What follows belongs to an exercise in optimizing a design on an open flow for small area; a production flow would make more cautious choices. Where RTL was checked, it was by simulation tests only, not by an equivalence proof against the original. The clock port is modelled as an ideal driver, which makes a skipped or thinned clock tree look cheaper than it is; a real chip needs a root buffer or a tree. Power figures rest on the tool's default switching activity, not on a simulated workload.

==> job 116: inputs <==
==> flow/design.v (excerpt) <==
module key_xd_seg(
    input        clk,
    input        rst_n,
    output [7:0] seg_sel,
    output [6:0] segment,
    input  [2:0] key
);
Settings: LEC_CHECK=0, CAP_MARGIN=20, CORE_MARGIN=2, CORE_UTILIZATION=40, SLEW_MARGIN=20; clock period 10.0 ns.
run.sh (not shown) runs the stock make flow with config.mk's settings and CLKGATE_MAP_FILE= SYNTH_SCRIPT=/design/flow/synth_recipe.tcl, a recipe that flattens the netlist after the stock synthesis.
==> inputs of job 100, as changes to job 116 <==
==> flow/flow/run.sh (new file) <==
#!/bin/bash
# Own layout flow: the standard flow, with an area-oriented ABC mapping
# (no half-adder extraction), small port buffers and a lighter clock tree.
set -euo pipefail
W=$PWD
F=$W/flow
cat > $W/my_synth.tcl <<EOT
# Same synthesis as synth_recipe.tcl; only the ABC script differs and the
# half/full-adder extraction is skipped, so ABC maps all logic for area.
proc extract_fa {args} { puts "extract_fa skipped" }
proc abc {args} {
  set out {}
  set skip 0
  foreach a \$args {
    if {\$skip} { lappend out $F/area.abc; set skip 0; continue }
    if {\$a eq "-script"} { set skip 1 }
    lappend out \$a
  }
  yosys abc {*}\$out
}
source $W/synth_recipe.tcl
EOT
sed "s#SYNTH_SCRIPT=[^ ]*#SYNTH_SCRIPT=$W/my_synth.tcl#" $W/standard.sh > $W/my_standard.sh
grep -q "my_synth.tcl" $W/my_standard.sh
bash $W/my_standard.sh \
  BUFFER_PORTS_ARGS="-buffer_cell sky130_fd_sc_hd__buf_1" \
  CTS_ARGS="-sink_clustering_enable -repair_clock_nets -dont_use_dummy_load" \
  finish > $W/flow_make.log 2>&1
==> flow/flow/area.abc (new file) <==
strash
&get -n
&st
&dch -f
&nf -R 1000
&put
==> flow/standard.sh (new file) <==
#!/bin/bash
# synth_recipe.tcl (not shown) runs the flow's synth.tcl, then flattens the netlist and writes it again
# the make line also repeats each setting of config.mk as NAME=value (left out here)
make -C /OpenROAD-flow-scripts/flow DESIGN_CONFIG=/design/flow/config.mk WORK_HOME=/design/flow/orfs CLKGATE_MAP_FILE= SYNTH_SCRIPT=/design/flow/synth_recipe.tcl "${@:-finish}"
removed: flow/run.sh
==> summary of the runs <==
Between job 116 and job 100, the lower critical path depth is in job 116 (gap 8).
Against job 116, the worst setup slack of job 100 is lower by 250 ps.
Flip-flop and latch count is the same in job 116 and job 100.
Sequential power: job 100 is smaller than job 116 (about 1%).
Against job 100, the register-to-register slack of job 116 is better by 1100 ps.

========
==> trial 46: inputs <==
Another version of the RTL of key_xd_seg (not shown whole).
==> module key_xd_seg, before the edit <==
module key_xd_seg(
    input        clk,
    input        rst_n,
    output [7:0] seg_sel,
    output [6:0] segment,
    input  [2:0] key
);
wire [2:0] key_out;
key_xd key_xd(.clk(clk), .rst_n(rst_n), .key_in(key), .key_vld(key_out));
reg  [9:0]  q0;
reg  [2:0]  q1;
wire        q0_z   = ~|{q0[8:4], q0[1:0]};
wire        q0_c   = q0_z & ~q0[2];       
wire        scan_on = ~(q0_z & ~q0[3]);   
wire [9:0]  q0_l   = {q0[8:0], q0[9] ^ q0[2]};
wire [2:0]  q1_n   = q1 + {2'd0, q0_c};
always @(posedge clk or negedge rst_n) begin
    if (!rst_n) begin
        q0 <= 10'd4;
        q1 <= 3'd0;
    end else begin
        q0 <= {q0_l[9:5], q0_l[4] & ~q0_c, q0_l[3] | q0_c, q0_l[2:0]};
        q1 <= q1_n;
    end
end
reg       key_set1;
reg [2:0] key_set2;
reg       key_set3;
always @(posedge clk or negedge rst_n) begin
    if (!rst_n) begin
        key_set1 <= 1'b0;
        key_set2 <= 3'd0;
        key_set3 <= 1'b0;
    end else begin
        key_set1 <= key_set1 ^ key_out[0];
        key_set3 <= key_out[2];
        if (key_set1) begin
            if (key_set2 > 3'd5)
                key_set2 <= 3'd0;
            else if (key_out[1])
                key_set2 <= key_set2 + 3'd1;
        end
    end
end
wire set_inc = key_set1 & key_set3;
reg  [15:0] cnt_1s;
wire [15:0] s_l    = {cnt_1s[14:0], cnt_1s[15] ^ cnt_1s[13] ^ cnt_1s[12] ^ cnt_1s[10]};
wire        s_end  = cnt_1s[15] & ~cnt_1s[14] & ~cnt_1s[13] & ~cnt_1s[12] & cnt_1s[11]
                   & cnt_1s[10] & cnt_1s[8] & ~cnt_1s[7] & ~cnt_1s[6] & cnt_1s[5]
                   & cnt_1s[4] & cnt_1s[2] & ~cnt_1s[1] & cnt_1s[0];
wire        tick   = !key_set1 && s_end;
always @(posedge clk or negedge rst_n) begin
    if (!rst_n)
        cnt_1s <= 16'd4714;
    else if (!key_set1)
        cnt_1s <= {s_l[15:12], s_l[11] & ~s_end, s_l[10:0]};
end
reg  [14:0] cnt_b;
reg         flash;
wire [14:0] b_l    = {cnt_b[13:0], cnt_b[14] ^ cnt_b[13]};
wire        b_end  = cnt_b[14] & ~cnt_b[13] & ~cnt_b[11] & ~cnt_b[10] & cnt_b[9]
                   & cnt_b[8] & cnt_b[7] & ~cnt_b[6] & ~cnt_b[5] & ~cnt_b[4]
                   & ~cnt_b[3] & ~cnt_b[0];
always @(posedge clk or negedge rst_n) begin
    if (!rst_n) begin
        cnt_b <= 15'd1795;
        flash <= 1'b0;
    end else if (key_set1) begin
        cnt_b <= {b_l[14:2], b_l[1] | b_end, b_l[0]};
        flash <= flash ^ b_end;
    end
end
reg [3:0] sec1;
reg [2:0] sec2;
reg [3:0] min1;
reg [2:0] min2;
reg [1:0] hou1;
reg [1:0] hou2;
wire a_s1 = tick || (set_inc && key_set2 == 3'd0);
wire e_s1 = a_s1 && sec1 == 4'd9;
wire a_s2 = e_s1 || (set_inc && key_set2 == 3'd1);
wire e_s2 = a_s2 && sec2 == 3'd5;
wire a_m1 = e_s2 || (set_inc && key_set2 == 3'd2);
wire e_m1 = a_m1 && min1 == 4'd9;
wire a_m2 = e_m1 || (set_inc && key_set2 == 3'd3);
wire e_m2 = a_m2 && min2 == 3'd5;
wire a_h1 = e_m2 || (set_inc && key_set2 == 3'd4);
wire e_h1 = a_h1 && hou2 == 2'd2 && hou1 == 2'd3;
wire a_h2 = e_h1 || (set_inc && key_set2 == 3'd5);
wire e_h2 = a_h2 && hou2 == 2'd2;
always @(posedge clk or negedge rst_n) begin
    if (!rst_n) begin
        sec1 <= 4'd0; sec2 <= 3'd0;
        min1 <= 4'd0; min2 <= 3'd0;
        hou1 <= 2'd3; hou2 <= 2'd2;
    end else begin
        if (a_s1) sec1 <= e_s1 ? 4'd0 : sec1 + 4'd1;
        if (a_s2) sec2 <= e_s2 ? 3'd0 : sec2 + 3'd1;
        if (a_m1) min1 <= e_m1 ? 4'd0 : min1 + 4'd1;
        if (a_m2) min2 <= e_m2 ? 3'd0 : min2 + 3'd1;
        if (a_h1) hou1 <= e_h1 ? 2'd0 : hou1 + 2'd1;
        if (a_h2) hou2 <= e_h2 ? 2'd0 : hou2 + 2'd1;
    end
end
reg [3:0] digit;
always @(*) begin
    case (q1_n)
    3'd0: digit = {2'd0, hou2};
    3'd1: digit = {2'd0, hou1};
    3'd2: digit = {1'd0, min2};
    3'd3: digit = min1;
    3'd4: digit = {1'd0, sec2};
    3'd5: digit = sec1;
    default: digit = 4'd0;
    endcase
end
wire blank = flash && q1_n < 3'd6 && key_set2 == 3'd5 - q1_n;
reg [3:0] sel;
always @(posedge clk or negedge rst_n) begin
    if (!rst_n)
        sel <= 4'd0;
    else
        sel <= blank ? 4'd10 : digit;
end
reg [6:0] seg;
always @(*) begin
    case (sel)
    4'd0: seg = 7'h01;
    4'd1: seg = 7'h4f;
    4'd2: seg = 7'h12;
    4'd3: seg = 7'h06;
    4'd4: seg = 7'h4c;
    4'd5: seg = 7'h24;
    4'd6: seg = 7'h20;
    4'd7: seg = 7'h0f;
    4'd8: seg = 7'h00;
    4'd9: seg = 7'h04;
    default: seg = 7'h7f;
    endcase
end
assign segment = seg;
assign seg_sel = scan_on ? ~(8'd1 << q1) : 8'hff;
endmodule
export LEC_CHECK = 0
export CAP_MARGIN = 20
export CORE_MARGIN = 2
export CORE_UTILIZATION = 40
export SLEW_MARGIN = 20
create_clock -name core_clock -period 10.0 [get_ports {clk}]
standard.sh (not shown) runs the stock make flow with config.mk's settings and CLKGATE_MAP_FILE= SYNTH_SCRIPT=/design/flow/synth_recipe.tcl, a recipe that flattens the netlist after the stock synthesis.
==> flow/flow/run.sh <==
#!/bin/bash
# Own layout flow: the standard flow, with an area-oriented ABC mapping
# (no half-adder extraction), small port buffers and a lighter clock tree.
set -euo pipefail
W=$PWD
F=$W/flow
cat > $W/my_synth.tcl <<EOT
# Same synthesis as synth_recipe.tcl; only the ABC script differs and the
# half/full-adder extraction is skipped, so ABC maps all logic for area.
proc extract_fa {args} { puts "extract_fa skipped" }
proc abc {args} {
  set out {}
  set skip 0
  foreach a \$args {
    if {\$skip} { lappend out $F/area.abc; set skip 0; continue }
    if {\$a eq "-script"} { set skip 1 }
    lappend out \$a
  }
  yosys abc {*}\$out
}
source $W/synth_recipe.tcl
EOT
sed "s#SYNTH_SCRIPT=[^ ]*#SYNTH_SCRIPT=$W/my_synth.tcl#" $W/standard.sh > $W/my_standard.sh
grep -q "my_synth.tcl" $W/my_standard.sh
bash $W/my_standard.sh \
  BUFFER_PORTS_ARGS="-buffer_cell sky130_fd_sc_hd__buf_1" \
  CTS_ARGS="-sink_clustering_enable -repair_clock_nets -dont_use_dummy_load -buf_list \"sky130_fd_sc_hd__clkbuf_4 sky130_fd_sc_hd__clkbuf_8\"" \
  finish > $W/flow_make.log 2>&1
==> flow/flow/area.abc <==
strash
&get -n
&st
&dch -f
&nf -R 1000
&put
==> trial 88 (differences from trial 46) <==
==> flow/flow/run.sh (replaced) <==
#!/bin/bash
# Own layout flow: the standard flow (standard.sh), with
#  - synthesis: the standard flow's script, but ABC maps with an area-oriented script
#    (flow/area.abc) and the half/full-adder extraction is skipped;
#  - port buffers of the smallest buffer (buf_1);
#  - a one-level clock tree (flow/cts_manual.tcl) instead of TritonCTS.
# Every tool's output is in orfs/logs/ and flow_make.log in the work folder.
set -euo pipefail
W=$PWD
F=$W/flow
cat > $W/my_synth.tcl <<EOT
proc extract_fa {args} { puts "extract_fa skipped" }
proc abc {args} {
  set out {}
  set skip 0
  foreach a \$args {
    if {\$skip} { lappend out $F/area.abc; set skip 0; continue }
    if {\$a eq "-script"} { set skip 1 }
    lappend out \$a
  }
  yosys abc {*}\$out
}
source $W/synth_recipe.tcl
EOT
sed "s#SYNTH_SCRIPT=[^ ]*#SYNTH_SCRIPT=$W/my_synth.tcl#" $W/standard.sh > $W/my_standard.sh
grep -q "my_synth.tcl" $W/my_standard.sh
export CTS_LEAVES=${CTS_LEAVES:-4}
export CTS_LEAF_CELL=${CTS_LEAF_CELL:-sky130_fd_sc_hd__clkbuf_16}
bash $W/my_standard.sh \
  BUFFER_PORTS_ARGS="-buffer_cell sky130_fd_sc_hd__buf_1" \
  PRE_CTS_TCL=$F/cts_manual.tcl \
  finish > $W/flow_make.log 2>&1
==> flow/flow/cts_manual.tcl (new file) <==
# Sourced by ORFS's cts.tcl before its clock_tree_synthesis call (PRE_CTS_TCL).
# Replaces TritonCTS with a one-level tree: the flip-flops' clock pins are
# split into CTS_LEAVES groups by position (k-means), and each group gets
# one clock buffer at its centre, driven straight from the clock port.
proc clock_tree_synthesis {args} {
  set nleaf $::env(CTS_LEAVES)
  set cell $::env(CTS_LEAF_CELL)
  set block [ord::get_db_block]
  set net [$block findNet clk]
  set pins {}
  foreach it [$net getITerms] {
    set inst [$it getInst]
    set bb [$inst getBBox]
    set x [expr {([$bb xMin] + [$bb xMax]) / 2.0}]
    set y [expr {([$bb yMin] + [$bb yMax]) / 2.0}]
    lappend pins [list "[$inst getName]/[[$it getMTerm] getName]" $x $y]
  }
  set n [llength $pins]
  puts "manual CTS: $n sinks, $nleaf leaf buffers of $cell"
  # k-means, seeded by sorting on x+y
  set sorted [lsort -real -index 1 $pins]
  set cx {}; set cy {}
  for {set k 0} {$k < $nleaf} {incr k} {
    set p [lindex $sorted [expr {int(($k + 0.5) * $n / $nleaf)}]]
    lappend cx [lindex $p 1]; lappend cy [lindex $p 2]
  }
  set cap [expr {int(ceil(double($n) / $nleaf)) + 1}]
  for {set iter 0} {$iter < 50} {incr iter} {
    # balanced assignment: greedy by distance, each cluster capped
    set cand {}
    set i 0
    foreach p $pins {
      for {set k 0} {$k < $nleaf} {incr k} {
        set d [expr {abs([lindex $p 1] - [lindex $cx $k]) + abs([lindex $p 2] - [lindex $cy $k])}]
        lappend cand [list $d $i $k]
      }
      incr i
    }
    set cand [lsort -real -index 0 $cand]
    array unset asg; array unset cnt
    for {set k 0} {$k < $nleaf} {incr k} { set cnt($k) 0 }
    foreach c $cand {
      lassign $c d i k
      if {[info exists asg($i)] || $cnt($k) >= $cap} continue
      set asg($i) $k; incr cnt($k)
    }
    set ncx {}; set ncy {}
    for {set k 0} {$k < $nleaf} {incr k} {
      set sx 0; set sy 0; set m 0
      for {set i 0} {$i < $n} {incr i} {
        if {$asg($i) == $k} {
          set sx [expr {$sx + [lindex $pins $i 1]}]; set sy [expr {$sy + [lindex $pins $i 2]}]; incr m
        }
      }
      if {$m > 0} { lappend ncx [expr {$sx / $m}]; lappend ncy [expr {$sy / $m}] } else { lappend ncx [lindex $cx $k]; lappend ncy [lindex $cy $k] }
    }
    set cx $ncx; set cy $ncy
  }
  set dbu [$block getDbUnitsPerMicron]
  for {set k 0} {$k < $nleaf} {incr k} {
    set lp {}
    for {set i 0} {$i < $n} {incr i} {
      if {$asg($i) == $k} { lappend lp [get_pins [lindex $pins $i 0]] }
    }
    set x [expr {[lindex $cx $k] / $dbu}]; set y [expr {[lindex $cy $k] / $dbu}]
    puts "manual CTS: leaf $k: [llength $lp] sinks at ($x, $y)"
    insert_buffer -buffer_cell $cell -net clk -load_pins $lp -location [list $x $y] \
      -buffer_name clkbuf_leaf_$k -net_name clknet_leaf_$k
  }
  foreach k [lsort [array names cnt]] { }
  set_propagated_clock [all_clocks]
}
==> trial 4 (differences from trial 46) <==
--- a/flow/design.v
+++ b/flow/design.v
@@ -89,30 +89,24 @@
 end
 wire set_inc = key_set1 & key_set3;
 reg  [15:0] cnt_1s;
-wire [15:0] s_l    = {cnt_1s[14:0], cnt_1s[15] ^ cnt_1s[13] ^ cnt_1s[12] ^ cnt_1s[10]};
-wire        s_end  = cnt_1s[15] & ~cnt_1s[14] & ~cnt_1s[13] & ~cnt_1s[12] & cnt_1s[11]
-                   & cnt_1s[10] & cnt_1s[8] & ~cnt_1s[7] & ~cnt_1s[6] & cnt_1s[5]
-                   & cnt_1s[4] & cnt_1s[2] & ~cnt_1s[1] & cnt_1s[0];
-wire        tick   = !key_set1 && s_end;
+wire [16:0] s_inc = {1'b0, cnt_1s} + 17'd1;
+wire        tick  = !key_set1 && s_inc[16];
 always @(posedge clk or negedge rst_n) begin
     if (!rst_n)
-        cnt_1s <= 16'd4714;
+        cnt_1s <= 16'd15536;
     else if (!key_set1)
-        cnt_1s <= {s_l[15:12], s_l[11] & ~s_end, s_l[10:0]};
+        cnt_1s <= s_inc[15:0] | (s_inc[16] ? 16'd15536 : 16'd0);
 end
 reg  [14:0] cnt_b;
 reg         flash;
-wire [14:0] b_l    = {cnt_b[13:0], cnt_b[14] ^ cnt_b[13]};
-wire        b_end  = cnt_b[14] & ~cnt_b[13] & ~cnt_b[11] & ~cnt_b[10] & cnt_b[9]
-                   & cnt_b[8] & cnt_b[7] & ~cnt_b[6] & ~cnt_b[5] & ~cnt_b[4]
-                   & ~cnt_b[3] & ~cnt_b[0];
+wire [15:0] b_inc = {1'b0, cnt_b} + 16'd1;
 always @(posedge clk or negedge rst_n) begin
     if (!rst_n) begin
-        cnt_b <= 15'd1795;
+        cnt_b <= 15'd12768;
         flash <= 1'b0;
     end else if (key_set1) begin
-        cnt_b <= {b_l[14:2], b_l[1] | b_end, b_l[0]};
-        flash <= flash ^ b_end;
+        cnt_b <= b_inc[14:0] | (b_inc[15] ? 15'd12768 : 15'd0);
+        flash <= flash ^ b_inc[15];
     end
 end
 reg [3:0] sec1;
--- a/flow/flow/run.sh
+++ b/flow/flow/run.sh
@@ -24,5 +24,5 @@
 grep -q "my_synth.tcl" $W/my_standard.sh
 bash $W/my_standard.sh \
   BUFFER_PORTS_ARGS="-buffer_cell sky130_fd_sc_hd__buf_1" \
-  CTS_ARGS="-sink_clustering_enable -repair_clock_nets -dont_use_dummy_load -buf_list \"sky130_fd_sc_hd__clkbuf_4 sky130_fd_sc_hd__clkbuf_8\"" \
+  CTS_ARGS="-sink_clustering_enable -repair_clock_nets -dont_use_dummy_load -buf_list sky130_fd_sc_hd__clkbuf_8 -sink_clustering_size 30 -sink_clustering_max_diameter 200" \
   finish > $W/flow_make.log 2>&1
==> summary of the runs <==
- Against trial 88, the final area of trial 4 is larger by 3.1%.
- Against trial 4, the clock power of trial 88 is smaller by about 16%.
- Between trial 4 and trial 88, the lower clock skew is in trial 88 (gap 10 ps).
- Trial 46 aborted during clock tree synthesis (4_1_cts), error STA-0564. Trial 4 completed with no timing, DRC or antenna violations. Trial 88 went through all stages and came out clean.
- In trial 88 the die area is lower than in trial 4, by 2.2%.
- Critical path depth is the same in trial 4 and trial 88.
==> figures <==
|  | trial 4 | trial 88 | trial 46 |
|---|---|---|---|
| Number of routed nets with antenna violations | 0 | 0 | - |
| Fraction of layout cells with a size suffix above 1 | 9.50% | 9.01% | - |
| Max-slew violation total from the final report | 0 | 0 | - |
| Clock network fraction of total power | 23.0% | 19.4% | - |
| WP depth | 15 | 15 | - |
| Outcome | finished clean | finished clean | did not finish |
| Last stage reached | - | - | clock tree synthesis (4_1_cts) |
| Post-layout instance area | 4210 um^2 | 4090 um^2 | - |
| Share of the cycle needed by the critical path after routing | 43.9% | 42.3% | - |
| Maximum fanout along the worst path | 8 | 4 | - |
| Via count of the first global-routing pass | 2,576 | 2,204 | - |
| Top routing layer in use | met4 | met4 | - |
| Multiplexer share of the synthesized area | 0.586% | 8.70% | 8.70% |
No functional check of the RTL was part of any run of this note. In trial 88 the design's own scripts or RTL, not TritonCTS, make the clock network.

-- separate check: timing with driven ports --
The results above use ideal ports. As a check the final layouts listed here were re-extracted and re-timed, cells and wires unchanged.
Step 1 (the two cells are an assumption about what drives the block):
set clk [get_ports {clk}]
set_driving_cell -lib_cell sky130_fd_sc_hd__clkbuf_16 $clk
set_driving_cell -lib_cell sky130_fd_sc_hd__buf_2 [delete_from_list [all_inputs] $clk]
Step 2, shift: input delay + t, output delay - t, t = (earliest + latest rising clock arrival at the registers) / 2. This alone moves slack from input paths to output paths.
a / b / c = ideal ports / drivers / drivers and shift; a / b = the first two.
| run | shift t [ns] | slack for setup (ns) | hold WS [ns] | clock arrival spread, ns |
|---|---|---|---|---|
| job 116 | 0.374 | 5.948 / 5.913 / 6.287 | 0.340 / 0.340 / 0.340 | 0.008 / 0.009 |
| job 100 | 0.368 | 5.697 / 5.697 / 5.697 | 0.356 / 0.356 / 0.356 | 0.019 / 0.019 |
| trial 88 | 0.227 | 5.770 / 5.770 / 5.770 | 0.354 / 0.354 / 0.354 | 0.015 / 0.016 |
| trial 4 | 0.378 | 5.607 / 5.607 / 5.607 | 0.349 / 0.349 / 0.349 | 0.025 / 0.026 |
After both steps setup and hold are still met in every run listed.
